What follows belongs to an exercise in optimizing a design on an open flow for small area, a short achievable clock period and few clock cycles; a production flow would make more cautious choices. RTL that was checked went through simulation tests only; none was proved equivalent to the original. Function not checked in runs 2 to 7: the RTL went through the layout flow alone. No activity file was given, so power comes from the tool's default toggle rates.

File: design/flow/config.mk
export PLATFORM = sky130hd
export DESIGN_NAME = zig_zag_traversal
export DESIGN_NICKNAME = zig_zag_traversal
export VERILOG_FILES = /design/flow/design.v
export SDC_FILE = /design/flow/constraint.sdc
export NUM_CORES = 4
export LEC_CHECK = 0
export CAP_MARGIN = 20
export CORE_MARGIN = 2
export CORE_UTILIZATION = 40
export SLEW_MARGIN = 20
File: design/flow/constraint.sdc
create_clock -name core_clock -period 7.5 [get_ports {clk}]
set_input_delay 1.5000 -clock core_clock [delete_from_list [all_inputs] [get_ports {clk}]]
set_output_delay 1.5000 -clock core_clock [all_outputs]
set_load 0.01 [all_outputs]
File: design/flow/design.v
`timescale 1ns / 1ps
module zig_zag_traversal (
    input clk,
    input reset,
    output reg done,
    input [5:0] ram_read_addr,       
    output [7:0] ram_read_data,
    output [5:0] rom_addr,            
    input  [7:0] rom_data             
);
  reg [5:0] ram_write_addr;   
  reg [7:0] ram [0:63];
  assign ram_read_data = ram[ram_read_addr]; 
  reg [3:0] diag;
  reg [3:0] r;      
  parameter S_INIT    = 2'b00;
  parameter S_PROCESS = 2'b01;
  parameter S_DONE    = 2'b10;
  reg [1:0] state;
  reg [3:0] r_min;
  reg [3:0] r_max;
  assign rom_addr = r * 8 + (diag - r);
  always @(posedge clk or posedge reset) begin
    if (reset) begin
      state           <= S_INIT;
      diag            <= 0;
      ram_write_addr  <= 0;
      done            <= 0;
    end else begin
      case (state)
        S_INIT: begin
          if (diag < 8) begin
            r_min <= 0;
            r_max <= diag;
          end else begin
            r_min <= diag - 7;
            r_max <= 7;
          end
          if (diag[0] == 1) begin
            r <= (diag < 8) ? diag : 4'd7;
          end else begin
            r <= (diag < 8) ? 4'd0 : diag - 4'd7;
          end
          state <= S_PROCESS;
        end
        S_PROCESS: begin
          ram[ram_write_addr] <= rom_data;
          ram_write_addr <= ram_write_addr + 1;
          if (diag[0] == 1) begin
            if (r > r_min) begin
              r <= r - 1;
            end else begin
              if (diag < 14) begin
                diag <= diag + 1;
                state <= S_INIT;
              end else begin
                state <= S_DONE;
              end
            end
          end else begin
            if (r < r_max) begin
              r <= r + 1;
            end else begin
              if (diag < 14) begin
                diag <= diag + 1;
                state <= S_INIT;
              end else begin
                state <= S_DONE;
              end
            end
          end
        end
        S_DONE: begin
          done <= 1;
        end
        default: state <= S_INIT;
      endcase
    end
  end
endmodule
File: design/flow/run.sh
#!/bin/bash
# synth_recipe.tcl (not shown) runs the flow's synth.tcl, then flattens the netlist and writes it again
# the make line also repeats each setting of config.mk as NAME=value (left out here)
make -C /OpenROAD-flow-scripts/flow DESIGN_CONFIG=/design/flow/config.mk WORK_HOME=/design/flow/orfs CLKGATE_MAP_FILE= SYNTH_SCRIPT=/design/flow/synth_recipe.tcl finish
==> results of run 1 <==
layer usage:
metal	GRT usage	wire (um)	vias to the layer above
li1	-	-	5608
met2	0.428	34400	1317
met1	0.398	29600	7279
met3	0.0919	11500	274
met4	0.176	5830	6
met5	0	25	-
cell type report:
type	count	area (um2)
Fill cell	4453	27700
Sequential cell	537	16100
Multi-Input combinational cell	681	4840
Clock buffer	64	1430
Timing Repair Buffer	128	1040
Tap cell	688	861
Clock inverter	37	378
Inverter	22	82.6
Antenna cell	1	2.50
power by group through the flow:
stage	Combinational, mW	Sequential [mW]	Clock (mW)
2_1_floorplan	0.633	3.57	0
6_report	1.11	3.55	2.80
3_3_place_gp	1.06	3.61	0
3_5_place_dp	1.09	3.62	0
4_1_cts	1.10	3.55	2.79
5_1_grt	1.19	3.57	2.91
cell usage after synthesis, drive strengths merged, types with 3 or more instances:
master / n / area [um2]
a22o: 11 / 96.3
fa: 3 / 60.1
a32oi: 94 / 823
nand2: 41 / 154
a22oi: 72 / 541
or2: 4 / 25.0
o22a: 3 / 26.3
xnor2: 8 / 70.1
o21ai: 6 / 30.0
or4: 3 / 22.5
a31oi: 17 / 106
xor2: 4 / 35.0
nand3: 53 / 265
inv: 22 / 82.6
nor2: 88 / 330
or3: 3 / 18.8
and3: 36 / 230
and2: 36 / 228
nor4bb: 5 / 50.1
nor4: 14 / 87.6
nor3: 7 / 35.0
a32o: 8 / 80.1
nand4: 50 / 313
a2111oi: 7 / 80.1
buf: 24 / 125
nand2b: 3 / 18.8
and4b: 4 / 40.0
mux2i: 5 / 50.1
a211oi: 3 / 22.5
nor4b: 5 / 50.0
a21oi: 15 / 75.1
edfxtp: 524 / 15700
clkbuf: 71 / 269
ha: 20 / 250
mux2: 8 / 90.1
a21o: 6 / 45.0
a221oi: 6 / 52.6
dfrtp: 13 / 325
nor2b: 10 / 62.6
state kept, by name, summed over array words and instances, names as in the netlist:
register,flops
r_min,4
ram_write_addr,6
done,1
ram,512
diag,4
r,4
r_max,4
state,2
layout by cell type (no fill, tap or decap), types with 13 or more instances in the layout:
master / instances
nor2_2: 24
inv_1: 22
and2_1: 28
a31oi_1: 17
a22oi_1: 72
nand3_1: 53
ha_1: 20
a21oi_1: 15
buf_4: 93
nor2_1: 62
nor4_1: 13
clkdlybuf4s50_1: 22
clkinv_1: 21
dfrtp_1: 13
nand4_1: 50
edfxtp_1: 524
a32oi_1: 94
and3_1: 35
clkbuf_16: 56
nand2_1: 41
through the flow:
| stage | util | hold WS, ns | setup WS [ns] | std cells |
|---|---|---|---|---|
| after floorplan | - | 0.489 | 2.55 | 1335 |
| after global placement | 0.435 | 0.463 | 0.510 | 2053 |
| after detailed placement | 0.436 | 0.456 | 0.400 | 2054 |
| after CTS | 0.470 | 0.483 | 0.402 | 2155 |
| after global routing | 0.471 | 0.497 | 0.348 | 2157 |
| final | 0.471 | 0.474 | 0.364 | 2158 |
cell families after synthesis:
| group | Yosys count |
|---|---|
| compound gates | 263 |
| flops | 537 |
| other cells | 1 |
| mux | 13 |
| simple gates | 369 |
| fa+ha+maj | 23 |
| xor+xnor | 12 |
| buf+inv | 117 |
path summary, 6_finish.rpt:
| kind | from | to | slack, ns | depth (start not counted) |
|---|---|---|---|---|
| setup / recovery | ram_read_addr[5] | ram_read_data[1] | 0.36 | 9 |
| hold / removal | done | done | 0.47 | 1 |
| setup reg to reg | state[1] | ram[30][6] | 4.11 | 4 |
| hold reg to reg | done | done | 0.47 | 1 |
| max in group asynchronous | reset | ram_write_addr[4] | 5.88 | 2 |
| min in group asynchronous | reset | diag[3] | 1.28 | 2 |
==> results.txt, run 1 <==
Worst slew pin tran = 1.24 ns
Synthesized area = 21200 um2
#FFs+latches synth = 537
Critical Path AT = 5.64 ns
Final setup TNS = 0 ns
Area delta synth->final = 16.5%
Post-route ant nets = 0
Clock-pin slew of the registers on the worst-case setup and hold paths = 0.06 ns
Syn Nets = 1374
Chip height = 234 um
Detailed placement HPWL = 53.1 mm
Drt first pass iters = 6
Routed WL = 81.3 mm
Slew Viols, Final = 0
RSZ-0062 raised after global routing = no
Die ar. = 54900 um2
Worst path cell trace = clkdlybuf4s50_1 -> buf_4 -> and2_2 -> and2_1 -> a2111oi_0 -> nand4_1 -> nor4_1 -> a21oi_1 -> clkdlybuf4s50_1
Synth Area in XOR/XNOR = 0.00496
Final Total Pwr = 7.46 mW
Synth Area per Inst = 15.9 um2
Largest family of logic cells by synthesized area = compound AO/OA/AOI/OAI gates
Clk Tree Root Cell = clkbuf_16
Unique cell type count in the Yosys netlist = 64
Synth warnings = 2
Core region area = 52400 um2
Final period util = 0.951
GRT Util Overall = 0.298
Mux cell area share after synthesis = 0.00661
Switching pwr = 1.97 mW
CTS sink count = 537
Top delay family on crit path = simple AND/OR/NAND/NOR gates
Relative slew slack = 0.174
Routability cong. = 0.984
Starting DRT DRC Count = 2847
Post-synth EDFFs = 524
WP buf/inv = 3
Simple-gate share of the synthesized area = 0.0942
Ys flop type = edfxtp_1
Gate power share = 0.148
Average wire per standard cell = 37.7 um
Hold bufs inserted after CTS = 0
Critical path class = in2out
Sequential fraction of the synthesis area = 0.757
Pint = 5.48 mW
Net count, final = 1464
Port buffer count = 30
Clock Path Buffers = 3
H-Tree Depth = 2
Final setup fails = 0
Post-CTS sizing = 0
Initial antenna violation count = 6
FP Rows = 84
Leak = 8.15 nW
Flop pwr share = 0.477
DRC viols = 0
Status = finished clean
Synthesized instance count = 1335
Vias after detailed routing = 14484
Most common cell type on the critical path = clkdlybuf4s50_1
Worst skew pair latency = 0.64 ns
Placed Area = 22800 um2
IO Pins = 31
Min cycle time layout = 7.14 ns
Switching portion of total power = 0.265
Max Clock Freq = 140 MHz
Slowest-stage cell, CP = a2111oi_0
Startpoint Class = input pin
TritonCTS Buffers = 55
CTS tree = yes
Complex-gate fraction of the synthesized area = 0.0995
DR vias/cell = 6.71
Largest net degree at the start of global routing = 65
Vias in the first global route = 13502
Adder-cell share of the synthesized area = 0.0146
First-pass GRT wire length = 111 mm
VDD IR-drop max = 0.198 mV
Setup crit end kind = output port
Max Cap Viol = 0
Crit path max fanout = 25
Worst EP required = 6.00 ns
Final Instance Area = 24700 um2
Ratio of cells with drive above 1 in the final layout = 0.158
Final hold violations = 0
Die Wd = 234 um
Clock group share of total power = 0.375
Fin Clk Skew = 0.0370 ns
Gr ovfl total = 0
HP Class = reg2reg
Slowest stage delay, CP = 0.66 ns
Async S/R FF share, synth = 0.0242
PwrDens = 302 nW/um2
Starting Density = 0.404
Setup Buffers After CTS = 0
Testbench counts, summed over its fixed seeds: cycles 15,360.
==> run 2, diff against run 1 <==
==> design/flow/design.v (replaced) <==
`timescale 1ns / 1ps
module zig_zag_traversal (
    input clk,
    input reset,
    output reg done,
    input [5:0] ram_read_addr,
    output [7:0] ram_read_data,
    output [5:0] rom_addr,            
    input  [7:0] rom_data             
);
  reg [5:0] t;         
  reg       load;      
  function [5:0] zz;
    input [5:0] k;
    integer d, r, n, rmin, rmax;
    begin
      zz = 6'd0;
      n = 0;
      for (d = 0; d < 15; d = d + 1) begin
        rmin = (d < 8) ? 0 : d - 7;
        rmax = (d < 8) ? d : 7;
        for (r = 0; r < 8; r = r + 1) begin
          if (r >= rmin && r <= rmax) begin
            if (n + ((d % 2 == 1) ? (rmax - r) : (r - rmin)) == k)
              zz = r * 8 + (d - r);
          end
        end
        n = n + rmax - rmin + 1;
      end
    end
  endfunction
  assign rom_addr = zz(t);
  reg  [7:0] c [0:63];
  wire [7:0] c_in = load ? rom_data : c[63];
  integer i;
  always @(posedge clk) begin
    c[0] <= c_in;
    for (i = 1; i < 64; i = i + 1)
      c[i] <= c[i-1];
  end
  wire [5:0] p = t + ~ram_read_addr;
  wire [7:0] v [0:63];
  genvar g;
  generate
    for (g = 0; g < 63; g = g + 1) begin : rd
      assign v[g] = c[g];
    end
  endgenerate
  assign v[63] = c_in;
  assign ram_read_data = v[p];
  always @(posedge clk or posedge reset) begin
    if (reset) begin
      t    <= 6'd0;
      done <= 1'b0;
      load <= 1'b1;
    end else begin
      t    <= t + 6'd1;
      done <= done | (t == 6'd62);
      load <= ~done;
    end
  end
endmodule
==> run 2 against run 1 <==
Against the previous run: still clean; final cell count decreased by 0.14%; non-clock buffer count grew 16; utilization rose by 1.3 points; clock power shrank 13%.
==> results.txt, run 2 <==
Final setup margin = 0.167 ns (was 0.364 ns)
IO Pins = 31 (unchanged)
R2r startpoint = t[0] (was state[1])
Routability cong. = 0.936 (was 0.984)
DR vias/cell = 6.06 (was 6.71)
Final setup TNS = 0 ns (unchanged)
Worst slew pin tran = 0.974 ns (was 1.24 ns)
Post-Route M1 WL = 24.2 mm (was 29.6 mm)
Routed wl met2 = 23.4 mm (was 34.4 mm)
Drt first pass iters = 12 (was 6)
WP buf/inv = 7 (was 3)
Largest cells by area after synthesis = dfxtp_1 (61%), a22oi_1 (3.2%), nand2_1 (2.3%), a21oi_1 (2.1%), a22o_1 (2.0%) (was edfxtp_1 (74%), a32oi_1 (3.9%), a22oi_1 (2.5%), nor2_1 (1.6%), dfrtp_1 (1.5%))
Post-synth EDFFs = 0 (was 524)
Synth Area per Inst = 11.2 um2 (was 15.9 um2)
Hold bufs inserted after CTS = 0 (unchanged)
Detailed placement HPWL = 36.8 mm (was 53.1 mm)
H-Tree Depth = 2 (unchanged)
FF-to-FF setup slack = 5.86 ns (was 4.11 ns)
CTS sink count = 520 (was 537)
Synth warnings = 2 (unchanged)
Synth top area share = 0.613 (was 0.742)
Final setup fails = 0 (unchanged)
Leak = 7.61 nW (was 8.15 nW)
Synth top cells by count = dfxtp_1 (512), nand2_1 (102), a22oi_1 (72), a21oi_1 (70), clkbuf_1 (62) (was edfxtp_1 (524), a32oi_1 (94), nor2_1 (88), a22oi_1 (72), clkbuf_1 (69))
Chip height = 208 um (was 234 um)
Setup crit end kind = output port (unchanged)
Commonest non-fill, non-tap cell in the layout = dfxtp_1 (was edfxtp_1)
Clock-pin slew of the registers on the worst-case setup and hold paths = 0.06 ns (about the same)
Max reg flops = 512 (unchanged)
RSZ-0062 raised after global routing = no (unchanged)
Max Cap Viol = 0 (unchanged)
CTS tree = yes (unchanged)
Hold path depth = 0 (was 1)
Worst reg2reg path depth = 5 (was 4)
Starting DRT DRC Count = 1533 (was 2847)
Synthesized area = 16700 um2 (was 21200 um2)
Top delay family on crit path = buffers and inverters (was simple AND/OR/NAND/NOR gates)
Status = finished clean (unchanged)
Die ar. = 43500 um2 (was 54900 um2)
Pre-CTS WS = 0.160 ns (was 0.400 ns)
Setup Buffers After CTS = 0 (unchanged)
Post-synth top area cell = dfxtp_1 (was edfxtp_1)
Starting Density = 0.408 (was 0.404)
Largest Register = c (was ram)
PwrDens = 293 nW/um2 (was 302 nW/um2)
Initial antenna violation count = 0 (was 6)
Relative slew slack = 0.351 (was 0.174)
Area delta synth->final = 18.8% (was 16.5%)
Core region area = 41000 um2 (was 52400 um2)
Top flop regs = c x512, t x6 (was ram x512, ram_write_addr x6)
WL met3 = 5.10 mm (was 11.5 mm)
Crit path max fanout = 9 (was 25)
Final hold violations = 0 (unchanged)
Ys flop type = dfxtp_1 (was edfxtp_1)
Worst skew pair latency = 0.57 ns (was 0.64 ns)
Slowest stage delay, CP = 0.69 ns (was 0.66 ns)
Most frequent cells in the layout = dfxtp_1 (512), buf_4 (107), nand2_1 (102) (was edfxtp_1 (524), a32oi_1 (94), buf_4 (93))
Worst path cell trace = clkdlybuf4s50_1 -> inv_1 -> ha_1 -> inv_1 -> fa_2 -> nand2_1 -> buf_4 -> nor3_4 -> buf_4 -> buf_4 -> nand2_1 -> a21o_1 -> o221ai_1 -> nor4_1 -> a41oi_1 -> clkdlybuf4s50_1 (was clkdlybuf4s50_1 -> buf_4 -> and2_2 -> and2_1 -> a2111oi_0 -> nand4_1 -> nor4_1 -> a21oi_1 -> clkdlybuf4s50_1)
Startpoint Class = input pin (unchanged)
Clk Tree Root Cell = clkbuf_16 (unchanged)
Async S/R FF share, synth = 0.0154 (was 0.0242)
Top routing layer used = met4 (was met5)
Critical Path AT = 5.83 ns (was 5.64 ns)
Slew Viols, Final = 0 (unchanged)
Worst EP required = 6.00 ns (about the same)
Gr ovfl total = 0 (unchanged)
TritonCTS Buffers = 49 (was 55)
Post-route ant nets = 0 (unchanged)
DRC viols = 0 (unchanged)
Slowest-stage cell, CP = nor3_4 (was a2111oi_0)
Final period util = 0.978 (was 0.951)
Vias after detailed routing = 13069 (was 14484)
Unique cell type count in the Yosys netlist = 91 (was 64)
Hold WS = 0.340 ns (was 0.474 ns)
Most frequent cell after synthesis = dfxtp_1 (was edfxtp_1)
#FFs+latches synth = 520 (was 537)
GRT Util Overall = 0.247 (was 0.298)
Vias in the first global route = 12888 (was 13502)
Net count, final = 1617 (was 1464)
Diode count = 0 (was 1)
Sequential fraction of the synthesis area = 0.625 (was 0.757)
First-pass GRT wire length = 81.3 mm (was 111 mm)
Syn Nets = 1524 (was 1374)
Reg2reg end = done (was ram[30][6])
Average wire per standard cell = 25.3 um (was 37.7 um)
Crit. path cell count = 16 (was 9)
VDD IR-drop max = 0.160 mV (was 0.198 mV)
Largest net degree at the start of global routing = 59 (was 65)
Fin Clk Skew = 0.0139 ns (was 0.0370 ns)
Clock Path Buffers = 3 (unchanged)
Max Clock Freq = 136 MHz (was 140 MHz)
Hold Startpoint = c[50][6] (was done)
Ratio of cells with drive above 1 in the final layout = 0.150 (was 0.158)
Critical path class = in2out (unchanged)
Min cycle time layout = 7.33 ns (was 7.14 ns)
Most common cell type on the critical path = buf_4 (was clkdlybuf4s50_1)
Port buffer count = 30 (unchanged)
Routed WL = 54.5 mm (was 81.3 mm)
Synthesized instance count = 1498 (was 1335)
FP Rows = 74 (was 84)
Final Total Pwr = 5.83 mW (was 7.46 mW)
HP Class = reg2reg (unchanged)
Die Wd = 208 um (was 234 um)
Hold EP = c[51][6] (was done)
## run 2: kinds of logic (layout without fill, tap and decap cells)
logic type      Yosys count  in the layout  share of synthesized area
compound gates          462            462                      0.208
xor+xnor                 13             13                    0.00883
fa+ha+maj                10             10                    0.00793
buf+inv                 121            246                     0.0302
flops                   520            520                      0.625
mux                      25             25                     0.0159
simple gates            347            347                      0.105
## run 2: through the flow
step	area, um2	util	std cells
3_5_place_dp	18300	0.446	2072
4_1_cts	19900	0.484	2155
2_1_floorplan	16700	-	1498
6_report	19900	0.485	2155
5_1_grt	19900	0.485	2155
3_3_place_gp	18300	0.446	2072
## run 2: worst max path at each step
| stage | to | slack, ns | startpoint |
|---|---|---|---|
| floorplan | ram_read_data[4] | 1.70 | ram_read_addr[0] |
| global placement | ram_read_data[3] | 0.22 | ram_read_addr[0] |
| CTS | ram_read_data[1] | 0.15 | ram_read_addr[0] |
| global route | ram_read_data[4] | 0.06 | ram_read_addr[0] |
| detailed placement | ram_read_data[1] | 0.16 | ram_read_addr[0] |
| finish | ram_read_data[1] | 0.17 | ram_read_addr[0] |
## run 2: repair_timing
| item | 4_1_cts | 5_1_grt |
|---|---|---|
| endpoints found under the hold margin | 0 | 0 |
| gates resized for setup | 0 | 1 |
| setup endpoints to repair | 0 | 2 |
## run 2: area by class of cell
class                      count  area [um2]
sequential                   520       10500
clock buffer                  69        1430
fill                        3695       21100
timing repair buffer         144        1240
tap                          532         666
inverter                      19        71.3
multi-input combinational    857        5860
clock inverter                14         145
## run 2: power breakdown
part	total [mW]	internal, mW	switching, mW
clock network	2.43	1.40	1.03
registers	2.94	2.87	0.0628
logic	0.462	0.175	0.287
total	5.83	4.45	1.38
## run 2: metal layers
layer | up-vias | track usage
met4 | 0 | 0.0925
met5 | - | 0
met3 | 150 | 0.0557
li1 | 5803 | -
met1 | 6384 | 0.351
met2 | 732 | 0.367
==> run 3, diff against run 2 <==
--- a/design/flow/design.v
+++ b/design/flow/design.v
@@ -39,15 +39,38 @@
       c[i] <= c[i-1];
   end
   wire [5:0] p = t + ~ram_read_addr;
+  wire [7:0] lo_sel, hi_sel;
+  genvar g, b;
+  generate
+    for (g = 0; g < 8; g = g + 1) begin : dec
+      assign lo_sel[g] = (p[2:0] == g);
+      assign hi_sel[g] = (p[5:3] == g);
+    end
+  endgenerate
   wire [7:0] v [0:63];
-  genvar g;
   generate
     for (g = 0; g < 63; g = g + 1) begin : rd
       assign v[g] = c[g];
     end
   endgenerate
   assign v[63] = c_in;
-  assign ram_read_data = v[p];
+  wire [7:0] grp [0:7];
+  generate
+    for (g = 0; g < 8; g = g + 1) begin : lvl1
+      for (b = 0; b < 8; b = b + 1) begin : bt
+        zz_sel8 u (.s(lo_sel),
+                   .d({v[8*g+7][b], v[8*g+6][b], v[8*g+5][b], v[8*g+4][b],
+                       v[8*g+3][b], v[8*g+2][b], v[8*g+1][b], v[8*g][b]}),
+                   .y(grp[g][b]));
+      end
+    end
+    for (b = 0; b < 8; b = b + 1) begin : lvl2
+      zz_sel8 u (.s(hi_sel),
+                 .d({grp[7][b], grp[6][b], grp[5][b], grp[4][b],
+                     grp[3][b], grp[2][b], grp[1][b], grp[0][b]}),
+                 .y(ram_read_data[b]));
+    end
+  endgenerate
   always @(posedge clk or posedge reset) begin
     if (reset) begin
       t    <= 6'd0;
@@ -60,3 +83,23 @@
     end
   end
 endmodule
+module zz_sel8 (
+    input  [7:0] s,
+    input  [7:0] d,
+    output       y
+);
+  wire n0, n1, n2;
+  zz_aoi222 u0 (.a1(s[0]), .a2(d[0]), .b1(s[1]), .b2(d[1]), .c1(s[2]), .c2(d[2]), .y(n0));
+  zz_aoi222 u1 (.a1(s[3]), .a2(d[3]), .b1(s[4]), .b2(d[4]), .c1(s[5]), .c2(d[5]), .y(n1));
+  zz_aoi22  u2 (.a1(s[6]), .a2(d[6]), .b1(s[7]), .b2(d[7]), .y(n2));
+  zz_nand3  u3 (.a(n0), .b(n1), .c(n2), .y(y));
+endmodule
+module zz_aoi222 (input a1, a2, b1, b2, c1, c2, output y);
+  assign y = ~((a1 & a2) | (b1 & b2) | (c1 & c2));
+endmodule
+module zz_aoi22 (input a1, a2, b1, b2, output y);
+  assign y = ~((a1 & a2) | (b1 & b2));
+endmodule
+module zz_nand3 (input a, b, c, output y);
+  assign y = ~(a & b & c);
+endmodule
--- a/design/flow/config.mk
+++ b/design/flow/config.mk
@@ -5,7 +5,13 @@
 export SDC_FILE = /design/flow/constraint.sdc
 export NUM_CORES = 4
 export LEC_CHECK = 0
+export ABC_AREA = 1
 export CAP_MARGIN = 20
 export CORE_MARGIN = 2
-export CORE_UTILIZATION = 40
+export CORE_UTILIZATION = 55
+export CTS_BUF_LIST = sky130_fd_sc_hd__clkbuf_8
+export CTS_CLUSTER_SIZE = 30
+export SETUP_SLACK_MARGIN = 2.5
 export SLEW_MARGIN = 20
+export SYNTH_HIERARCHICAL = 1
+export SYNTH_MINIMUM_KEEP_SIZE = 0
==> run 3 against run 2 <==
Against the previous run: cell area is 12% higher; synthesized area up 3.9%; via count up 4.0%; worst setup slack improved by 1.7 ns; register-to-register slack better by 0.04 ns; synthesized cell count increased by 43%; largest cell class unchanged; largest power group unchanged; highest routed layer unchanged.
==> results.txt, run 3 <==
Crit path launch = t[0] (was ram_read_addr[0])
CTS tree = yes (unchanged)
Gr ovfl total = 0 (unchanged)
Fin Clk Skew = 0.0224 ns (was 0.0139 ns)
Core region area = 31300 um2 (was 41000 um2)
Final std cells w/o fill = 2846 (was 2155)
Critical path class = reg2out (was in2out)
Average wire per standard cell = 16.1 um (was 25.3 um)
Most frequent cells in the layout = nand2_1 (854), dfxtp_1 (512), inv_1 (287) (was dfxtp_1 (512), buf_4 (107), nand2_1 (102))
IO Pins = 31 (unchanged)
Final setup TNS = 0 ns (unchanged)
Drt first pass iters = 5 (was 12)
Worst EP required = 6.00 ns (about the same)
Worst reg2reg path depth = 9 (was 5)
First-pass GRT wire length = 69.2 mm (was 81.3 mm)
Startpoint Class = flop (was input pin)
Synth warnings = 9 (was 2)
Commonest non-fill, non-tap cell in the layout = nand2_1 (was dfxtp_1)
Routed WL = 45.9 mm (was 54.5 mm)
Syn Nets = 2167 (was 1524)
Unique cell type count in the Yosys netlist = 39 (was 91)
Relative slew slack = 0.676 (was 0.351)
Area delta synth->final = 28.6% (was 18.8%)
Max reg flops = 512 (unchanged)
Final hold violations = 0 (unchanged)
Min cycle time layout = 5.63 ns (was 7.33 ns)
Vias in the first global route = 13109 (was 12888)
DRC viols = 0 (unchanged)
R2r startpoint = t[0] (unchanged)
Crit path max fanout = 4 (was 9)
Worst slew pin tran = 0.485 ns (was 0.974 ns)
Routability cong. = 0.882 (was 0.936)
Async S/R FF share, synth = 0.0154 (unchanged)
Slowest-stage cell, CP = dfrtp_2 (was nor3_4)
Diode count = 0 (unchanged)
RSZ-0062 raised after global routing = yes (was no)
Max Cap Viol = 0 (unchanged)
Largest Register = c (unchanged)
Max Clock Freq = 178 MHz (was 136 MHz)
Chip height = 182 um (was 208 um)
Slowest stage delay, CP = 0.47 ns (was 0.69 ns)
Ys flop type = dfxtp_1 (unchanged)
Initial antenna violation count = 0 (unchanged)
Leak = 11.7 nW (was 7.61 nW)
Clk Tree Root Cell = clkbuf_8 (was clkbuf_16)
Largest net degree at the start of global routing = 44 (was 59)
Switching pwr = 1.42 mW (was 1.38 mW)
VDD IR-drop max = 0.220 mV (was 0.160 mV)
Slew Viols, Final = 0 (unchanged)
Reg2reg end = done (unchanged)
HP Class = reg2reg (unchanged)
Final setup fails = 0 (unchanged)
Status = finished clean (unchanged)
Placed Instances = 2586 (was 2072)
GRT Util Overall = 0.272 (was 0.247)
PwrDens = 262 nW/um2 (was 293 nW/um2)
Worst Setup EP = rom_addr[3] (was ram_read_data[1])
Post-synth top area cell = dfxtp_1 (unchanged)
Largest cells by area after synthesis = dfxtp_1 (59%), nand2_1 (19%), inv_1 (6.4%), nor2_2 (5.4%), nand3_1 (2.6%) (was dfxtp_1 (61%), a22oi_1 (3.2%), nand2_1 (2.3%), a21oi_1 (2.1%), a22o_1 (2.0%))
Detailed placement HPWL = 21.1 mm (was 36.8 mm)
Port buffer count = 30 (unchanged)
Synthesized instance count = 2141 (was 1498)
DR vias/cell = 4.78 (was 6.06)
Setup crit end kind = output port (unchanged)
Sequential fraction of the synthesis area = 0.601 (was 0.625)
Ratio of cells with drive above 1 in the final layout = 0.234 (was 0.150)
Final period util = 0.751 (was 0.978)
FP Rows = 65 (was 74)
Worst skew pair latency = 0.61 ns (was 0.57 ns)
Top flop regs = c x512, t x6 (unchanged)
Pint = 4.43 mW (was 4.45 mW)
Clock Path Buffers = 3 (unchanged)
Vias after detailed routing = 13595 (was 13069)
#FFs+latches synth = 520 (unchanged)
Gate power share = 0.092 (was 0.079)
Most frequent cell after synthesis = nand2_1 (was dfxtp_1)
Starting DRT DRC Count = 741 (was 1533)
Die Wd = 182 um (was 208 um)
Most common cell type on the critical path = nand2_1 (was buf_4)
Net count, final = 2407 (was 1617)
Post-route ant nets = 0 (unchanged)
Synthesized area = 17400 um2 (was 16700 um2)
Synth top cells by count = nand2_1 (898), dfxtp_1 (512), inv_1 (294), nor2_2 (149), nor2_1 (94) (was dfxtp_1 (512), nand2_1 (102), a22oi_1 (72), a21oi_1 (70), clkbuf_1 (62))
Die ar. = 33000 um2 (was 43500 um2)
TritonCTS Buffers = 81 (was 49)
Synth top area share = 0.590 (was 0.613)
FF-to-FF setup slack = 5.90 ns (was 5.86 ns)
CTS sink count = 520 (unchanged)
Clock-pin slew of the registers on the worst-case setup and hold paths = 0.07 ns (was 0.06 ns)
Clock group share of total power = 0.407 (was 0.417)
Switching portion of total power = 0.243 (was 0.237)
Starting Density = 0.555 (was 0.408)
Critical Path AT = 4.13 ns (was 5.83 ns)
Post-synth EDFFs = 0 (unchanged)
Flop pwr share = 0.501 (was 0.504)
Synth Area per Inst = 8.12 um2 (was 11.2 um2)
H-Tree Depth = 3 (was 2)
==> run 3: cell types whose count changed after synthesis, sizes merged, moves of 27 or more <==
cell    change
a22oi      -72
buf        -37
nand2     +798
a31oi      -42
a21oi      -66
nand3      +30
o21ai      -39
nor2      +188
a22o       -38
clkbuf     -60
inv       +286
a221oi     -27
==> run 3: metrics by stage <==
stage / hold slack (ns) / util / worst slack [ns] / area [um2] / power [mW]
after floorplan: 0.331 / - / 1.58 / 17500 / 3.20
after global placement: 0.332 / 0.590 / 0.998 / 18500 / 3.35
after detailed placement: 0.334 / 0.590 / 0.910 / 18500 / 3.35
after CTS: 0.327 / 0.690 / 1.92 / 21600 / 5.81
after global routing: 0.341 / 0.713 / 1.46 / 22300 / 6.05
final: 0.332 / 0.713 / 1.87 / 22300 / 5.85
==> run 3: layer usage <==
metal  part of all wire  GRT usage  vias up
met4              0.038      0.114        0
li1                   -          -     6913
met5                  0          0        -
met3              0.057     0.0491      112
met2               0.46      0.443      352
met1               0.45      0.357     6218
==> run 3: how the worst min path moves through the flow <==
stage / from / to / slack, ns / depth (start not counted)
after detailed placement: c[12][7] / c[13][7] / 0.33 / 0
after global placement: c[53][5] / c[54][5] / 0.33 / 0
after floorplan: c[9][0] / c[10][0] / 0.33 / 0
after CTS: c[21][3] / c[22][3] / 0.33 / 0
final: c[31][6] / c[32][6] / 0.33 / 0
after global routing: c[40][4] / c[41][4] / 0.34 / 0
==> run 3: final cells by class <==
type / count / area (um2)
clock buffer: 107 / 1470
multi-input combinational: 1313 / 6340
timing repair buffer: 162 / 2210
clock inverter: 39 / 191
sequential: 520 / 10500
inverter: 303 / 1160
fill: 2446 / 8970
tap: 402 / 503
==> run 3: kinds of logic (layout without fill, tap and decap cells) <==
kind of cell	after synthesis	after routing	synth area share
AND/OR/NAND/NOR	1261	1261	0.305
flip-flops	520	520	0.601
buffers and inverters	308	611	0.0668
AO/OA/AOI/OAI	25	25	0.00922
adder cells (fa/ha/maj)	10	10	0.00763
XOR/XNOR	9	9	0.00454
multiplexers	8	8	0.00518
==> run 3: critical path, delay by kind of cell (launching register included) <==
kind / cells / cell delay (ns)
buffers and inverters: 4 / 0.40
and+or+nand+nor: 34 / 1.89
DFF: 1 / 0.47
AOI/OAI and AO/OA: 5 / 0.59
adders and majority gates: 1 / 0.18
==> run 3: repair_timing <==
| action | in CTS | in global routing |
|---|---|---|
| buffers inserted | 54 | 36 |
| cloned | 19 | 5 |
| pin swaps | 54 | 87 |
| hold buffers | 0 | 0 |
| gates resized for setup | 180 | 112 |
| setup endpoints to repair | 12 | 13 |
==> run 3: Yosys stat by module, one instance, submodules excluded, excerpt <==
module	cell area [um2]	copies in the design	flip-flops and latches	cells
zig_zag_traversal	12300	1	520	917
zz_aoi222	25.0	144	0	6
zz_aoi22	15.0	72	0	4
zz_nand3	5.00	72	0	1
==> run 3: power by group through the flow <==
stage / clock [mW] / sequential, mW / combinational (mW)
after floorplan: 0 / 2.97 / 0.229
after CTS: 2.41 / 2.93 / 0.480
after detailed placement: 0 / 2.98 / 0.365
final: 2.38 / 2.93 / 0.539
after global routing: 2.53 / 2.94 / 0.580
after global placement: 0 / 2.98 / 0.363
==> run 4, diff against run 3 <==
--- a/design/flow/config.mk
+++ b/design/flow/config.mk
@@ -5,13 +5,12 @@
 export SDC_FILE = /design/flow/constraint.sdc
 export NUM_CORES = 4
 export LEC_CHECK = 0
-export ABC_AREA = 1
 export CAP_MARGIN = 20
 export CORE_MARGIN = 2
 export CORE_UTILIZATION = 55
 export CTS_BUF_LIST = sky130_fd_sc_hd__clkbuf_8
 export CTS_CLUSTER_SIZE = 30
-export SETUP_SLACK_MARGIN = 2.5
+export SETUP_SLACK_MARGIN = 2.0
 export SLEW_MARGIN = 20
 export SYNTH_HIERARCHICAL = 1
 export SYNTH_MINIMUM_KEEP_SIZE = 0
==> run 4 against run 3 <==
Against the previous run: first-iteration DRC count increased by 140%; critical path type is now in2out; still clean; clock-buffer cell count is 1 higher; cell area decreased by 17%; wire length shrank 13%; largest power group unchanged; combinational power is 29% lower; non-clock buffer count down 71; final cell count down 40%.
==> results.txt, run 4 <==
Critical Path AT = 4.24 ns (was 4.13 ns)
#FFs+latches synth = 520 (unchanged)
RSZ-0062 raised after global routing = yes (unchanged)
Net count, final = 1310 (was 2407)
CTS sink count = 520 (unchanged)
Worst EP required = 6.00 ns (about the same)
Port buffer count = 30 (unchanged)
Final period util = 0.765 (was 0.751)
Die ar. = 29100 um2 (was 33000 um2)
Area delta synth->final = 22.0% (was 28.6%)
Max reg flops = 512 (unchanged)
Synth top area share = 0.671 (was 0.590)
H-Tree Depth = 3 (unchanged)
Synthesized instance count = 1147 (was 2141)
Detailed placement HPWL = 20.1 mm (was 21.1 mm)
Crit path launch = ram_read_addr[0] (was t[0])
Chip height = 171 um (was 182 um)
Slew Viols, Final = 0 (unchanged)
Switching portion of total power = 0.230 (was 0.243)
Routed WL = 39.9 mm (was 45.9 mm)
CTS tree = yes (unchanged)
DR vias/cell = 6.28 (was 4.78)
Core region area = 27100 um2 (was 31300 um2)
Synth Area per Inst = 13.3 um2 (was 8.12 um2)
First-pass GRT wire length = 61.5 mm (was 69.2 mm)
Reg2reg end = t[4] (was done)
Critical path class = in2out (was reg2out)
Largest net degree at the start of global routing = 53 (was 44)
Final setup fails = 0 (unchanged)
Post-route ant nets = 0 (unchanged)
Worst slew pin tran = 0.839 ns (was 0.485 ns)
Flop pwr share = 0.513 (was 0.501)
FF-to-FF setup slack = 5.93 ns (was 5.90 ns)
Hold bufs inserted after CTS = 0 (unchanged)
Leak = 7.27 nW (was 11.7 nW)
Gate power share = 0.067 (was 0.092)
Final hold violations = 0 (unchanged)
PwrDens = 307 nW/um2 (was 262 nW/um2)
Clock Path Buffers = 3 (unchanged)
Switching pwr = 1.32 mW (was 1.42 mW)
Initial antenna violation count = 0 (unchanged)
Status = finished clean (unchanged)
Max Clock Freq = 174 MHz (was 178 MHz)
VDD IR-drop max = 0.223 mV (was 0.220 mV)
Filler cell count = 1929 (was 2446)
Vias after detailed routing = 10750 (was 13595)
Starting DRT DRC Count = 1802 (was 741)
Worst Setup EP = ram_read_data[3] (was rom_addr[3])
FP Rows = 60 (was 65)
Min cycle time layout = 5.74 ns (was 5.63 ns)
Async S/R FF share, synth = 0.0154 (unchanged)
Fin Clk Skew = 0.0385 ns (was 0.0224 ns)
Final Total Pwr = 5.72 mW (was 5.85 mW)
Final setup TNS = 0 ns (unchanged)
Average wire per standard cell = 23.3 um (was 16.1 um)
Max Cap Viol = 0 (unchanged)
Setup crit end kind = output port (unchanged)
IO Pins = 31 (unchanged)
Ys flop type = dfxtp_1 (unchanged)
Most frequent cells in the layout = dfxtp_1 (512), a222oi_1 (144), clkbuf_8 (108) (was nand2_1 (854), dfxtp_1 (512), inv_1 (287))
GRT Util Overall = 0.275 (was 0.272)
TritonCTS Buffers = 78 (was 81)
Largest cells by area after synthesis = dfxtp_1 (67%), a222oi_1 (9.4%), a22oi_2 (5.9%), nand3_1 (2.7%), dfrtp_1 (1.1%) (was dfxtp_1 (59%), nand2_1 (19%), inv_1 (6.4%), nor2_2 (5.4%), nand3_1 (2.6%))
Top flop regs = c x512, t x6 (unchanged)
Crit path max fanout = 16 (was 4)
Sequential fraction of the synthesis area = 0.684 (was 0.601)
Most frequent cell after synthesis = dfxtp_1 (was nand2_1)
Starting Density = 0.563 (was 0.555)
Synth top cells by count = dfxtp_1 (512), a222oi_1 (144), nand3_1 (83), a22oi_2 (72), nor2_1 (32) (was nand2_1 (898), dfxtp_1 (512), inv_1 (294), nor2_2 (149), nor2_1 (94))
Worst skew pair latency = 0.62 ns (was 0.61 ns)
Clk Tree Root Cell = clkbuf_8 (unchanged)
Commonest non-fill, non-tap cell in the layout = dfxtp_1 (was nand2_1)
R2r startpoint = t[0] (unchanged)
Clock-pin slew of the registers on the worst-case setup and hold paths = 0.06 ns (was 0.07 ns)
Unique cell type count in the Yosys netlist = 68 (was 39)
Pint = 4.40 mW (was 4.43 mW)
HP Class = reg2reg (unchanged)
Ratio of cells with drive above 1 in the final layout = 0.231 (was 0.234)
Gr ovfl total = 0 (unchanged)
Startpoint Class = input pin (was flop)
Worst reg2reg path depth = 5 (was 9)
Relative slew slack = 0.440 (was 0.676)
Syn Nets = 1173 (was 2167)
Drt first pass iters = 8 (was 5)
Post-synth EDFFs = 0 (unchanged)
Vias in the first global route = 10725 (was 13109)
Synthesized area = 15300 um2 (was 17400 um2)
Die Wd = 171 um (was 182 um)
DRC viols = 0 (unchanged)
Synth warnings = 9 (unchanged)
Hold WS = 0.326 ns (was 0.332 ns)
Post-synth top area cell = dfxtp_1 (unchanged)
Routability cong. = 0.919 (was 0.882)
Diode count = 0 (unchanged)
Clock group share of total power = 0.420 (was 0.407)
Largest Register = c (unchanged)
-- run 4: worst min-delay path by stage --
stage / startpoint / endpoint / slack [ns] / cells after the start
floorplan: c[11][0] / c[12][0] / 0.33 / 0
global placement: c[26][0] / c[27][0] / 0.33 / 0
detailed placement: c[44][2] / c[45][2] / 0.33 / 0
CTS: c[40][6] / c[41][6] / 0.33 / 0
global route: c[28][6] / c[29][6] / 0.34 / 0
finish: c[28][7] / c[29][7] / 0.33 / 0
-- run 4: critical path, cell delays in order --
cell	delay [ns]
buf_8	0.11
inv_12	0.04
ha_4	0.12
inv_2	0.04
fa_2	0.44
xor2_4	0.23
buf_4	0.15
nor2_4	0.10
buf_12	0.19
a222oi_1	0.34
nand3_1	0.18
a222oi_1	0.44
nand3_2	0.17
buf_6	0.16
-- run 4: cell type report --
| class | count | area, um2 | area share |
|---|---|---|---|
| clock buffers | 108 | 1490 | 0.0798 |
| inverters | 18 | 80.1 | 0.00430 |
| clock inverters | 27 | 210 | 0.0113 |
| well taps | 372 | 465 | 0.0250 |
| repair buffers | 91 | 1140 | 0.0612 |
| multi-input cells | 575 | 4790 | 0.257 |
| flip-flops and latches | 520 | 10500 | 0.561 |
-- run 4: cell families after synthesis --
group | Yosys count | synth area share
flip-flops | 520 | 0.684
buffers and inverters | 54 | 0.0176
AND/OR/NAND/NOR | 190 | 0.0624
XOR/XNOR | 11 | 0.00631
multiplexers | 9 | 0.00655
AO/OA/AOI/OAI | 353 | 0.214
adder cells (fa/ha/maj) | 10 | 0.00869
-- run 4: repair_timing --
action	4_1_cts	5_1_grt
setup buffers	17	0
endpoints found under the setup margin	8	8
cloned	12	0
gates resized for setup	88	0
pin swaps	71	6
-- run 4: per-layer routing --
metal / up-vias / track usage / share of wire
met1: 5299 / 0.397 / 0.46
met5: - / 0 / 0
li1: 4869 / - / -
met4: 0 / 0.100 / 0.019
met3: 66 / 0.0474 / 0.079
met2: 516 / 0.415 / 0.44
-- run 4: power by group through the flow --
stage / clock network, mW / registers, mW / logic [mW]
floorplan: 0 / 2.97 / 0.187
global placement: 0 / 2.99 / 0.318
detailed placement: 0 / 2.99 / 0.318
CTS: 2.43 / 2.93 / 0.379
global route: 2.56 / 2.95 / 0.403
finish: 2.40 / 2.94 / 0.383
-- run 4: per-stage QoR --
step | std cells | cell area [um2] | utilization | worst slack (ns)
global route | 1711 | 18600 | 0.687 | 1.68
global placement | 1547 | 16300 | 0.602 | 0.444
floorplan | 1147 | 15400 | - | 1.01
finish | 1711 | 18600 | 0.687 | 1.76
detailed placement | 1547 | 16300 | 0.602 | 0.412
CTS | 1711 | 18600 | 0.687 | 1.88
-- run 4: per-module statistics from Yosys (local to each module, per instance), excerpt --
module	cells inside	area, um2
zz_aoi222	1	10.0
zig_zag_traversal	859	12600
zz_nand3	1	5.00
zz_aoi22	1	12.5
==> run 5, diff against run 4 <==
==> design/flow/config.mk (replaced) <==
export PLATFORM = sky130hd
export DESIGN_NAME = zig_zag_traversal
export DESIGN_NICKNAME = zig_zag_traversal
export VERILOG_FILES = /design/flow/design.v
export SDC_FILE = /design/flow/constraint.sdc
export NUM_CORES = 4
export LEC_CHECK = 0
export CAP_MARGIN = 20
export CORE_MARGIN = 2
export CORE_UTILIZATION = 40
export SLEW_MARGIN = 20
export SYNTH_HIERARCHICAL = 1
export SYNTH_MINIMUM_KEEP_SIZE = 0
==> run 5 against run 4 <==
Against the previous run: still clean; wire length is 7.3% lower; cell area is 3.1% lower; sequential share of layout area is 1.8 points higher; critical endpoint is now ram_read_data[6]; highest routed layer unchanged.
==> results.txt, run 5 <==
Status = finished clean (unchanged)
PwrDens = 313 nW/um2 (was 307 nW/um2)
Detailed placement HPWL = 21.6 mm (was 20.1 mm)
Hold Startpoint = c[36][5] (was c[28][7])
Starting Density = 0.405 (was 0.563)
Switching portion of total power = 0.220 (was 0.230)
Synthesized area = 15300 um2 (unchanged)
Clock group share of total power = 0.425 (was 0.420)
Fin Clk Skew = 0.0155 ns (was 0.0385 ns)
Vias after detailed routing = 10340 (was 10750)
Clk Tree Root Cell = clkbuf_16 (was clkbuf_8)
Area delta synth->final = 18.2% (was 22.0%)
Top flop regs = c x512, t x6 (unchanged)
Placed Instances = 1696 (was 1547)
Async S/R FF share, synth = 0.0154 (unchanged)
Diode count = 0 (unchanged)
Worst reg2reg path depth = 4 (was 5)
Largest cells by area after synthesis = dfxtp_1 (67%), a222oi_1 (9.4%), a22oi_2 (5.9%), nand3_1 (2.7%), dfrtp_1 (1.1%) (unchanged)
Commonest non-fill, non-tap cell in the layout = dfxtp_1 (unchanged)
Average wire per standard cell = 20.8 um (was 23.3 um)
VDD IR-drop max = 0.177 mV (was 0.223 mV)
DRC viols = 0 (unchanged)
Final setup fails = 0 (unchanged)
FP Rows = 71 (was 60)
Drt first pass iters = 8 (unchanged)
Synth warnings = 9 (unchanged)
Post-route ant nets = 0 (unchanged)
Final period util = 0.892 (was 0.765)
Filler cell count = 3397 (was 1929)
Max Cap Viol = 0 (unchanged)
Post-synth top area cell = dfxtp_1 (unchanged)
HP Class = reg2reg (unchanged)
Most frequent cell after synthesis = dfxtp_1 (unchanged)
Critical path class = in2out (unchanged)
TritonCTS Buffers = 48 (was 78)
Initial antenna violation count = 0 (unchanged)
Core region area = 37700 um2 (was 27100 um2)
Most frequent cells in the layout = dfxtp_1 (512), a222oi_1 (144), nand3_1 (83) (was dfxtp_1 (512), a222oi_1 (144), clkbuf_8 (108))
Synth top cells by count = dfxtp_1 (512), a222oi_1 (144), nand3_1 (83), a22oi_2 (72), nor2_1 (32) (unchanged)
Relative slew slack = 0.364 (was 0.440)
Gate power share = 0.057 (was 0.067)
Setup Buffers After CTS = 0 (was 17)
Final Total Pwr = 5.66 mW (was 5.72 mW)
Crit. path cell count = 13 (was 14)
Worst slew pin tran = 0.954 ns (was 0.839 ns)
#FFs+latches synth = 520 (unchanged)
Post-synth EDFFs = 0 (unchanged)
Crit path max fanout = 21 (was 16)
Starting DRT DRC Count = 1323 (was 1802)
Net count, final = 1261 (was 1310)
Synthesized instance count = 1147 (unchanged)
R2r startpoint = t[2] (was t[0])
WP buf/inv = 5 (was 6)
CTS tree = yes (unchanged)
Routed WL = 37.0 mm (was 39.9 mm)
Max Clock Freq = 149 MHz (was 174 MHz)
Clock Path Buffers = 3 (unchanged)
Min cycle time layout = 6.69 ns (was 5.74 ns)
First-pass GRT wire length = 59.1 mm (was 61.5 mm)
Hold WS = 0.339 ns (was 0.326 ns)
Slowest-stage cell, CP = fa_1 (was fa_2)
Top delay family on crit path = buffers and inverters (was compound AO/OA/AOI/OAI gates)
Clock-pin slew of the registers on the worst-case setup and hold paths = 0.06 ns (about the same)
Max reg flops = 512 (unchanged)
Hold bufs inserted after CTS = 0 (unchanged)
Worst path cell trace = clkdlybuf4s50_1 -> inv_1 -> ha_1 -> inv_1 -> fa_1 -> nand2b_1 -> nor2_4 -> buf_4 -> a222oi_1 -> nand3_1 -> a222oi_1 -> nand3_1 -> clkdlybuf4s50_1 (was buf_8 -> inv_12 -> ha_4 -> inv_2 -> fa_2 -> xor2_4 -> buf_4 -> nor2_4 -> buf_12 -> a222oi_1 -> nand3_1 -> a222oi_1 -> nand3_2 -> buf_6)
Reg2reg end = t[4] (unchanged)
Hold EP = c[37][5] (was c[29][7])
Final std cells w/o fill = 1780 (was 1711)
Pint = 4.41 mW (was 4.40 mW)
Final Instance Area = 18000 um2 (was 18600 um2)
Hold path depth = 0 (unchanged)
Setup crit end kind = output port (unchanged)
Final setup TNS = 0 ns (unchanged)
Ratio of cells with drive above 1 in the final layout = 0.165 (was 0.231)
Synth Area per Inst = 13.3 um2 (unchanged)
CTS sink count = 520 (unchanged)
Critical Path AT = 5.19 ns (was 4.24 ns)
FF-to-FF setup slack = 5.89 ns (was 5.93 ns)
Slowest stage delay, CP = 0.65 ns (was 0.44 ns)
Ys flop type = dfxtp_1 (unchanged)
Startpoint Class = input pin (unchanged)
Largest net degree at the start of global routing = 65 (was 53)
Die ar. = 39800 um2 (was 29100 um2)
Final hold violations = 0 (unchanged)
Slew Viols, Final = 0 (unchanged)
Leak = 6.82 nW (was 7.27 nW)
Final setup margin = 0.808 ns (was 1.76 ns)
DR vias/cell = 5.81 (was 6.28)
Worst skew pair latency = 0.55 ns (was 0.62 ns)
Unique cell type count in the Yosys netlist = 68 (unchanged)
GRT Util Overall = 0.188 (was 0.275)
Flop pwr share = 0.518 (was 0.513)
Gr ovfl total = 0 (unchanged)
Largest Register = c (unchanged)
Routability cong. = 0.909 (was 0.919)
Vias in the first global route = 10397 (was 10725)
H-Tree Depth = 2 (was 3)
IO Pins = 31 (unchanged)
Pre-CTS WS = 0.713 ns (was 0.412 ns)
Synth top area share = 0.671 (unchanged)
Sequential fraction of the synthesis area = 0.684 (unchanged)
Port buffer count = 30 (unchanged)
Placed Area = 16500 um2 (was 16300 um2)
Post-CTS sizing = 0 (was 88)
Switching pwr = 1.25 mW (was 1.32 mW)
Die Wd = 199 um (was 171 um)
Chip height = 199 um (was 171 um)
Final Util = 0.479 (was 0.687)
RSZ-0062 raised after global routing = no (was yes)
Worst EP required = 6.00 ns (about the same)
Syn Nets = 1173 (unchanged)
==> run 5: changes by cell type in the layout (fill, tap and decap cells not counted), moves of 11 or more <==
cell	change
clkbuf_1	+13
clkbuf_16	+50
clkdlybuf4s50_1	+11
clkbuf_8	-104
inv_1	-14
==> run 5: Yosys stat by module (local to each module, per instance), a selection <==
| module | flops+latches | area, um2 | times used |
|---|---|---|---|
| zig_zag_traversal | 520 | 12600 | 1 |
| zz_aoi22 | 0 | 12.5 | 72 |
| zz_aoi222 | 0 | 10.0 | 144 |
| zz_nand3 | 0 | 5.00 | 72 |
==> run 5: kinds of logic after synthesis <==
group,after synthesis,synth area share
xor gates and xnor gates,11,0.00631
DFF,520,0.684
AOI/OAI and AO/OA,353,0.214
adders and majority gates,10,0.00869
muxes,9,0.00655
buffers and inverters,54,0.0176
and+or+nand+nor,190,0.0624
==> run 5: how the worst max path moves through the flow <==
stage                     start               end
2_1_floorplan  ram_read_addr[0]  ram_read_data[0]
3_3_place_gp   ram_read_addr[0]  ram_read_data[6]
3_5_place_dp   ram_read_addr[0]  ram_read_data[6]
4_1_cts        ram_read_addr[0]  ram_read_data[6]
5_1_grt        ram_read_addr[0]  ram_read_data[4]
6_report       ram_read_addr[0]  ram_read_data[6]
==> run 5: layout make-up <==
| class | instances | area [um2] | share of cell area |
|---|---|---|---|
| timing repair buffer | 74 | 706 | 0.0391 |
| multi-input combinational | 573 | 4620 | 0.256 |
| tap | 511 | 639 | 0.0354 |
| clock inverter | 17 | 211 | 0.0117 |
| clock buffer | 67 | 1360 | 0.0751 |
| sequential | 520 | 10500 | 0.579 |
| inverter | 18 | 67.6 | 0.00374 |
==> run 5: layer usage <==
metal,vias up,part of all wire,GRT usage
met3,70,0.078,0.0270
met1,5050,0.46,0.270
met5,-,0,0
li1,4733,-,-
met2,487,0.44,0.291
met4,0,0.024,0.0582
==> run 5: power by group through the flow <==
| stage | Combinational [mW] | Clock, mW | Sequential (mW) |
|---|---|---|---|
| 5_1_grt | 0.344 | 2.57 | 2.94 |
| 6_report | 0.321 | 2.41 | 2.93 |
| 3_5_place_dp | 0.321 | 0 | 2.99 |
| 2_1_floorplan | 0.181 | 0 | 2.97 |
| 4_1_cts | 0.322 | 2.45 | 2.93 |
| 3_3_place_gp | 0.321 | 0 | 2.99 |
==> run 6, diff against run 5 <==
--- a/design/flow/config.mk
+++ b/design/flow/config.mk
@@ -8,6 +8,7 @@
 export CAP_MARGIN = 20
 export CORE_MARGIN = 2
 export CORE_UTILIZATION = 40
+export SETUP_SLACK_MARGIN = 2.0
 export SLEW_MARGIN = 20
 export SYNTH_HIERARCHICAL = 1
 export SYNTH_MINIMUM_KEEP_SIZE = 0
==> run 6 against run 5 <==
Against the previous run: final cell count rose by 0.73%; clock-buffer cell count did not move; wire length rose by 11%; maximum frequency rose by 19%; utilization rose by 1.9 points; sequential power barely moved; synthesized area did not move; register-to-register slack got worse by 0.28 ns; total power rose by 3.3%; largest power group unchanged.
==> results.txt, run 6 <==
Placed Area = 16500 um2 (about the same)
Leak = 7.14 nW (was 6.82 nW)
Multi-input logic area = 4760 um2 (was 4620 um2)
Die Wd = 199 um (unchanged)
Commonest non-fill, non-tap cell in the layout = dfxtp_1 (unchanged)
Final period util = 0.748 (was 0.892)
Port buffer count = 30 (unchanged)
Synth top cells by count = dfxtp_1 (512), a222oi_1 (144), nand3_1 (83), a22oi_2 (72), nor2_1 (32) (unchanged)
Gr ovfl total = 0 (unchanged)
Clk Tree Root Cell = clkbuf_16 (unchanged)
Vias after detailed routing = 10491 (was 10340)
Largest family of logic cells by synthesized area = compound AO/OA/AOI/OAI gates (unchanged)
Sequential fraction of the synthesis area = 0.684 (unchanged)
Status = finished clean (unchanged)
Final Util = 0.498 (was 0.479)
Post-route ant nets = 0 (unchanged)
Largest cells by area after synthesis = dfxtp_1 (67%), a222oi_1 (9.4%), a22oi_2 (5.9%), nand3_1 (2.7%), dfrtp_1 (1.1%) (unchanged)
GRT Util Overall = 0.207 (was 0.188)
DRC viols = 0 (unchanged)
Starting Density = 0.405 (unchanged)
Routed WL = 41.2 mm (was 37.0 mm)
Async S/R FF share, synth = 0.0154 (unchanged)
Most frequent cells in the layout = dfxtp_1 (512), a222oi_1 (144), nand3_1 (76) (was dfxtp_1 (512), a222oi_1 (144), nand3_1 (83))
Complex-gate fraction of the synthesized area = 0.214 (unchanged)
Syn Nets = 1173 (unchanged)
Post-synth EDFFs = 0 (unchanged)
Slowest-stage cell, CP = a222oi_1 (was fa_1)
Drt first pass iters = 7 (was 8)
Final Total Pwr = 5.84 mW (was 5.66 mW)
First-pass GRT wire length = 63.1 mm (was 59.1 mm)
Setup crit end kind = output port (unchanged)
Adder-cell share of the synthesized area = 0.00868 (unchanged)
Largest Register = c (unchanged)
Critical path class = in2out (unchanged)
Die ar. = 39800 um2 (unchanged)
Worst slew pin tran = 0.761 ns (was 0.954 ns)
Final setup margin = 1.89 ns (was 0.808 ns)
H-Tree Depth = 2 (unchanged)
Met3 usage = 0.0388 (was 0.0270)
Pre-CTS WS = 0.659 ns (was 0.713 ns)
#FFs+latches synth = 520 (unchanged)
Chip height = 199 um (unchanged)
Fin Clk Skew = 0.0358 ns (was 0.0155 ns)
Synth Area in XOR/XNOR = 0.00631 (unchanged)
Busiest grt layer = met2 (unchanged)
HP Class = reg2reg (unchanged)
Routability cong. = 0.878 (was 0.909)
Average wire per standard cell = 23.0 um (was 20.8 um)
TritonCTS Buffers = 48 (unchanged)
Filler cell count = 3278 (was 3397)
Slowest stage delay, CP = 0.38 ns (was 0.65 ns)
Simple-gate share of the synthesized area = 0.0624 (unchanged)
Detailed placement HPWL = 19.0 mm (was 21.6 mm)
DR vias/cell = 5.85 (was 5.81)
Max Clock Freq = 178 MHz (was 149 MHz)
WP buf/inv = 7 (was 5)
Ratio of cells with drive above 1 in the final layout = 0.204 (was 0.165)
Vias in the first global route = 10450 (was 10397)
Area delta synth->final = 22.8% (was 18.2%)
Synthesized instance count = 1147 (unchanged)
Synth top area share = 0.671 (unchanged)
Unique cell type count in the Yosys netlist = 68 (unchanged)
Most frequent cell after synthesis = dfxtp_1 (unchanged)
Final setup fails = 0 (unchanged)
Crit path max fanout = 32 (was 21)
Startpoint Class = input pin (unchanged)
Final Instance Area = 18800 um2 (was 18000 um2)
Synth Area per Inst = 13.3 um2 (unchanged)
Max reg flops = 512 (unchanged)
Critical Path AT = 4.11 ns (was 5.19 ns)
FP Rows = 71 (unchanged)
Slew Viols, Final = 0 (unchanged)
RSZ-0062 raised after global routing = yes (was no)
Min cycle time layout = 5.61 ns (was 6.69 ns)
Hold WS = 0.322 ns (was 0.339 ns)
Mux cell area share after synthesis = 0.00655 (unchanged)
Core region area = 37700 um2 (unchanged)
Largest net degree at the start of global routing = 65 (unchanged)
Synth warnings = 9 (unchanged)
Top flop regs = c x512, t x6 (unchanged)
Clock-pin slew of the registers on the worst-case setup and hold paths = 0.06 ns (about the same)
Worst skew pair latency = 0.58 ns (was 0.55 ns)
Clock Path Buffers = 3 (unchanged)
Top delay family on crit path = buffers and inverters (unchanged)
Initial antenna violation count = 0 (unchanged)
Diode count = 0 (unchanged)
PwrDens = 312 nW/um2 (was 313 nW/um2)
Final std cells w/o fill = 1793 (was 1780)
Placed Instances = 1680 (was 1696)
Relative slew slack = 0.492 (was 0.364)
Starting DRT DRC Count = 1352 (was 1323)
FF-to-FF setup slack = 5.61 ns (was 5.89 ns)
Post-synth top area cell = dfxtp_1 (unchanged)
Final hold violations = 0 (unchanged)
Synthesized area = 15300 um2 (unchanged)
Max Cap Viol = 0 (unchanged)
Storage cell area = 10500 um2 (unchanged)
CTS tree = yes (unchanged)
Worst path cell trace = buf_8 -> inv_12 -> ha_4 -> inv_2 -> fa_2 -> buf_6 -> xor2_4 -> buf_12 -> nor2_4 -> clkbuf_16 -> a222oi_1 -> nand3_1 -> a222oi_1 -> nand3_2 -> buf_6 (was clkdlybuf4s50_1 -> inv_1 -> ha_1 -> inv_1 -> fa_1 -> nand2b_1 -> nor2_4 -> buf_4 -> a222oi_1 -> nand3_1 -> a222oi_1 -> nand3_1 -> clkdlybuf4s50_1)
VDD IR-drop max = 0.188 mV (was 0.177 mV)
Net count, final = 1274 (was 1261)
Worst EP required = 6.00 ns (about the same)
Met1 usage = 0.292 (was 0.270)
Global Route met2 Usage = 0.320 (was 0.291)
CTS sink count = 520 (unchanged)
Final setup TNS = 0 ns (unchanged)
Ys flop type = dfxtp_1 (unchanged)
Hold bufs inserted after CTS = 0 (unchanged)
IO Pins = 31 (unchanged)
run 6: kinds of logic after synthesis:
family | Yosys count
adders and majority gates | 10
buffers and inverters | 54
AOI/OAI and AO/OA | 353
DFF | 520
and+or+nand+nor | 190
xor gates and xnor gates | 11
muxes | 9
run 6: layer usage:
metal / vias to the layer above / routed length [um] / share of wire
li1: 4768 / - / -
met1: 5138 / 18000 / 0.44
met2: 496 / 18300 / 0.44
met3: 89 / 3680 / 0.089
met4: 0 / 1140 / 0.028
met5: - / 0 / 0
run 6: repair_timing:
action / 4_1_cts / 5_1_grt
setup endpoints to repair: 8 / 8
buffers inserted: 16 / 1
resized for setup: 79 / 3
endpoints found under the hold margin: 0 / 0
gates cloned: 12 / 0
pin swaps: 74 / 22
run 6: cell type report:
type | instances | area share
clock inverters | 17 | 0.0146
well taps | 511 | 0.0341
repair buffers | 87 | 0.0611
inverters | 18 | 0.00427
flip-flops and latches | 520 | 0.557
clock buffers | 67 | 0.0748
multi-input cells | 573 | 0.254
run 6: final timing paths:
kind	from	end	cells after the start
worst max-delay path	ram_read_addr[0]	ram_read_data[2]	15
worst min-delay path	c[42][4]	c[43][4]	0
worst max register to register	t[0]	t[4]	4
worst min register to register	c[42][4]	c[43][4]	0
max in group asynchronous	reset	load	2
min in group asynchronous	reset	t[0]	2
run 6: Yosys stat by module, one instance, submodules excluded, excerpt:
module             area (um2)  times used
zz_aoi22                 12.5          72
zz_aoi222                10.0         144
zz_nand3                 5.00          72
zig_zag_traversal       12600           1
run 6: where the power goes:
group / switching, mW / total [mW] / internal [mW]
clock: 1.04 / 2.52 / 1.49
combinational: 0.219 / 0.387 / 0.169
sequential: 0.0588 / 2.93 / 2.87
total: 1.31 / 5.84 / 4.53
==> run 7, diff against run 6 <==
--- a/design/flow/design.v
+++ b/design/flow/design.v
@@ -10,26 +10,27 @@
 );
   reg [5:0] t;         
   reg       load;      
-  function [5:0] zz;
-    input [5:0] k;
-    integer d, r, n, rmin, rmax;
-    begin
-      zz = 6'd0;
-      n = 0;
-      for (d = 0; d < 15; d = d + 1) begin
-        rmin = (d < 8) ? 0 : d - 7;
-        rmax = (d < 8) ? d : 7;
-        for (r = 0; r < 8; r = r + 1) begin
-          if (r >= rmin && r <= rmax) begin
-            if (n + ((d % 2 == 1) ? (rmax - r) : (r - rmin)) == k)
-              zz = r * 8 + (d - r);
-          end
-        end
-        n = n + rmax - rmin + 1;
+  reg [2:0] row, col;
+  wire odd = row[0] ^ col[0];
+  assign rom_addr = {row, col};
+  always @(posedge clk or posedge reset) begin
+    if (reset) begin
+      row <= 3'd0;
+      col <= 3'd0;
+    end else if (!odd) begin
+      if (row == 3'd7) col <= col + 3'd1;
+      else begin
+        row <= row + 3'd1;
+        if (col != 3'd0) col <= col - 3'd1;
+      end
+    end else begin
+      if (col == 3'd7) row <= row + 3'd1;
+      else begin
+        col <= col + 3'd1;
+        if (row != 3'd0) row <= row - 3'd1;
       end
     end
-  endfunction
-  assign rom_addr = zz(t);
+  end
   reg  [7:0] c [0:63];
   wire [7:0] c_in = load ? rom_data : c[63];
   integer i;
@@ -38,13 +39,17 @@
     for (i = 1; i < 64; i = i + 1)
       c[i] <= c[i-1];
   end
-  wire [5:0] p = t + ~ram_read_addr;
+  wire [2:0] a_lo = ram_read_addr[2:0];
+  wire [2:0] t_lo = t[2:0];
+  wire       borrow = (t_lo <= a_lo);           
+  wire [2:0] p_hi = t[5:3] - ram_read_addr[5:3] - borrow;
   wire [7:0] lo_sel, hi_sel;
   genvar g, b;
   generate
     for (g = 0; g < 8; g = g + 1) begin : dec
-      assign lo_sel[g] = (p[2:0] == g);
-      assign hi_sel[g] = (p[5:3] == g);
+      wire [2:0] k = t_lo - 3'd1 - g;
+      assign lo_sel[g] = (a_lo == k);
+      assign hi_sel[g] = (p_hi == g);
     end
   endgenerate
   wire [7:0] v [0:63];
--- a/design/flow/config.mk
+++ b/design/flow/config.mk
@@ -8,7 +8,7 @@
 export CAP_MARGIN = 20
 export CORE_MARGIN = 2
 export CORE_UTILIZATION = 40
-export SETUP_SLACK_MARGIN = 2.0
+export SETUP_SLACK_MARGIN = 2.5
 export SLEW_MARGIN = 20
 export SYNTH_HIERARCHICAL = 1
 export SYNTH_MINIMUM_KEEP_SIZE = 0
==> run 7 against run 6 <==
Against the previous run: still clean on timing, DRC and antenna; die area fell by 6.4%; combinational power is 23% lower; worst setup slack worse by 1.0 ns; register-to-register slack improved by 0.21 ns; clock-buffer cell count rose by 5; total power shrank 0.85%; sequential cell count rose by 6; cell area decreased by 7.4%; synthesized area is 6.6% lower; clock power is essentially flat; sequential share of layout area is 5.3 points higher.
==> results.txt, run 7 <==
Status = finished clean (unchanged)
Routability cong. = 0.734 (was 0.878)
Synth Area per Inst = 15.3 um2 (was 13.3 um2)
Net count, final = 1079 (was 1274)
Drt first pass iters = 7 (unchanged)
Synth top cells by count = dfxtp_1 (512), a222oi_1 (144), nand3_1 (77), a22oi_2 (72), ha_1 (20) (was dfxtp_1 (512), a222oi_1 (144), nand3_1 (83), a22oi_2 (72), nor2_1 (32))
Min cycle time layout = 6.66 ns (was 5.61 ns)
Unique cell type count in the Yosys netlist = 36 (was 68)
Final setup margin = 0.838 ns (was 1.89 ns)
Largest Register = c (unchanged)
Final setup fails = 0 (unchanged)
Detailed placement HPWL = 17.3 mm (was 19.0 mm)
HP Class = reg2reg (unchanged)
TritonCTS Buffers = 48 (unchanged)
Top delay family on crit path = adder cells (was buffers and inverters)
WP buf/inv = 7 (unchanged)
Syn Nets = 971 (was 1173)
Die ar. = 37200 um2 (was 39800 um2)
PwrDens = 334 nW/um2 (was 312 nW/um2)
Switching pwr = 1.25 mW (was 1.31 mW)
H-Tree Depth = 2 (unchanged)
Max Clock Freq = 150 MHz (was 178 MHz)
Switching portion of total power = 0.216 (was 0.225)
Ys flop type = dfxtp_1 (unchanged)
Clock-pin slew of the registers on the worst-case setup and hold paths = 0.06 ns (about the same)
Flop pwr share = 0.511 (was 0.502)
Max Cap Viol = 0 (unchanged)
Setup crit end kind = output port (unchanged)
Final setup TNS = 0 ns (unchanged)
Vias in the first global route = 8716 (was 10450)
Top flop regs = c x512, t x6 (unchanged)
Async S/R FF share, synth = 0.0266 (was 0.0154)
Synthesized area = 14300 um2 (was 15300 um2)
Placed Instances = 1441 (was 1680)
Starting DRT DRC Count = 1036 (was 1352)
Largest cells by area after synthesis = dfxtp_1 (72%), a222oi_1 (10%), a22oi_2 (6.3%), nand3_1 (2.7%), dfrtp_1 (2.3%) (was dfxtp_1 (67%), a222oi_1 (9.4%), a22oi_2 (5.9%), nand3_1 (2.7%), dfrtp_1 (1.1%))
Relative slew slack = 0.363 (was 0.492)
CTS tree = yes (unchanged)
Area delta synth->final = 21.7% (was 22.8%)
Pre-CTS WS = -0.315 ns (was 0.659 ns)
Slowest-stage cell, CP = fa_1 (was a222oi_1)
Ratio of cells with drive above 1 in the final layout = 0.212 (was 0.204)
Synth warnings = 9 (unchanged)
Crit path max fanout = 4 (was 32)
Worst skew pair latency = 0.54 ns (was 0.58 ns)
Leak = 6.78 nW (was 7.14 nW)
Average wire per standard cell = 20.6 um (was 23.0 um)
Startpoint Class = input pin (unchanged)
Diode count = 0 (unchanged)
-- run 7: cell count changes after synthesis, moves of 11 or more --
cell / previous run / this run
buf_2: 26 / 0
nand2_1: 29 / 4
a21oi_1: 30 / 0
o21ai_0: 25 / 3
ha_1: 9 / 20
nor2_1: 32 / 10
-- run 7: final cells by class --
cell class	instances	area (um2)
repair buffers	59	623
clock inverters	17	255
flip-flops and latches	526	10600
multi-input cells	389	3830
inverters	17	71.3
well taps	461	577
fillers	2990	17900
clock buffers	72	1410
-- run 7: kinds of logic after synthesis --
kind of cell	synth area share
flip-flops	0.743
AO/OA/AOI/OAI	0.170
AND/OR/NAND/NOR	0.0395
adder cells (fa/ha/maj)	0.0203
buffers and inverters	0.00473
XOR/XNOR	0.0117
multiplexers	0.0105
-- run 7: timing repair --
item / in CTS / in global routing
endpoints found under the setup margin: 8 / 8
pin swaps: 29 / 12
resized for setup: 57 / 2
setup buffers: 11 / 0
hold buffers: 0 / 0
-- run 7: per-module statistics from Yosys (local to each module, per instance), excerpt --
module | cells | cell area [um2] | copies in the design | flops+latches
zig_zag_traversal | 645 | 11600 | 1 | 526
zz_aoi22 | 1 | 12.5 | 72 | 0
zz_aoi222 | 1 | 10.0 | 144 | 0
zz_nand3 | 1 | 5.00 | 72 | 0
-- run 7: per-layer routing --
| metal | GRT usage | share of wire | vias to the layer above |
|---|---|---|---|
| met2 | 0.266 | 0.44 | 287 |
| met3 | 0.0335 | 0.071 | 42 |
| met5 | 0 | 0 | - |
| met1 | 0.252 | 0.48 | 4220 |
| li1 | - | - | 3956 |
| met4 | 0.0432 | 0.015 | 0 |
-- run 7: per-stage QoR --
stage / utilization / area (um2) / total power [mW]
floorplan: - / 14400 / 3.17
global placement: 0.441 / 15600 / 3.31
detailed placement: 0.441 / 15600 / 3.31
CTS: 0.492 / 17400 / 5.84
global route: 0.492 / 17400 / 6.00
finish: 0.492 / 17400 / 5.79
-- run 7: worst paths after layout --
check / start / endpoint / depth (start not counted)
min in group asynchronous: reset / row[0] / 2
hold / removal: c[41][5] / c[42][5] / 0
hold reg to reg: c[41][5] / c[42][5] / 0
setup reg to reg: row[0] / col[0] / 5
setup / recovery: ram_read_addr[1] / ram_read_data[7] / 20
max in group asynchronous: reset / t[0] / 2
-- run 7: power by group through the flow --
| stage | registers, mW | logic, mW | clock network [mW] |
|---|---|---|---|
| 6_report | 2.96 | 0.297 | 2.53 |
| 5_1_grt | 2.97 | 0.315 | 2.71 |
| 4_1_cts | 2.96 | 0.296 | 2.58 |
| 3_5_place_dp | 3.02 | 0.287 | 0 |
| 3_3_place_gp | 3.02 | 0.288 | 0 |
| 2_1_floorplan | 3.01 | 0.159 | 0 |

Setup slack of run 7, layout unchanged: 0.838 ns with ideal ports, 0.800 ns with driving cells assumed (clock clkbuf_16, inputs buf_2), 0.800 ns with port delays also shifted by the 0.588 ns mid clock arrival.
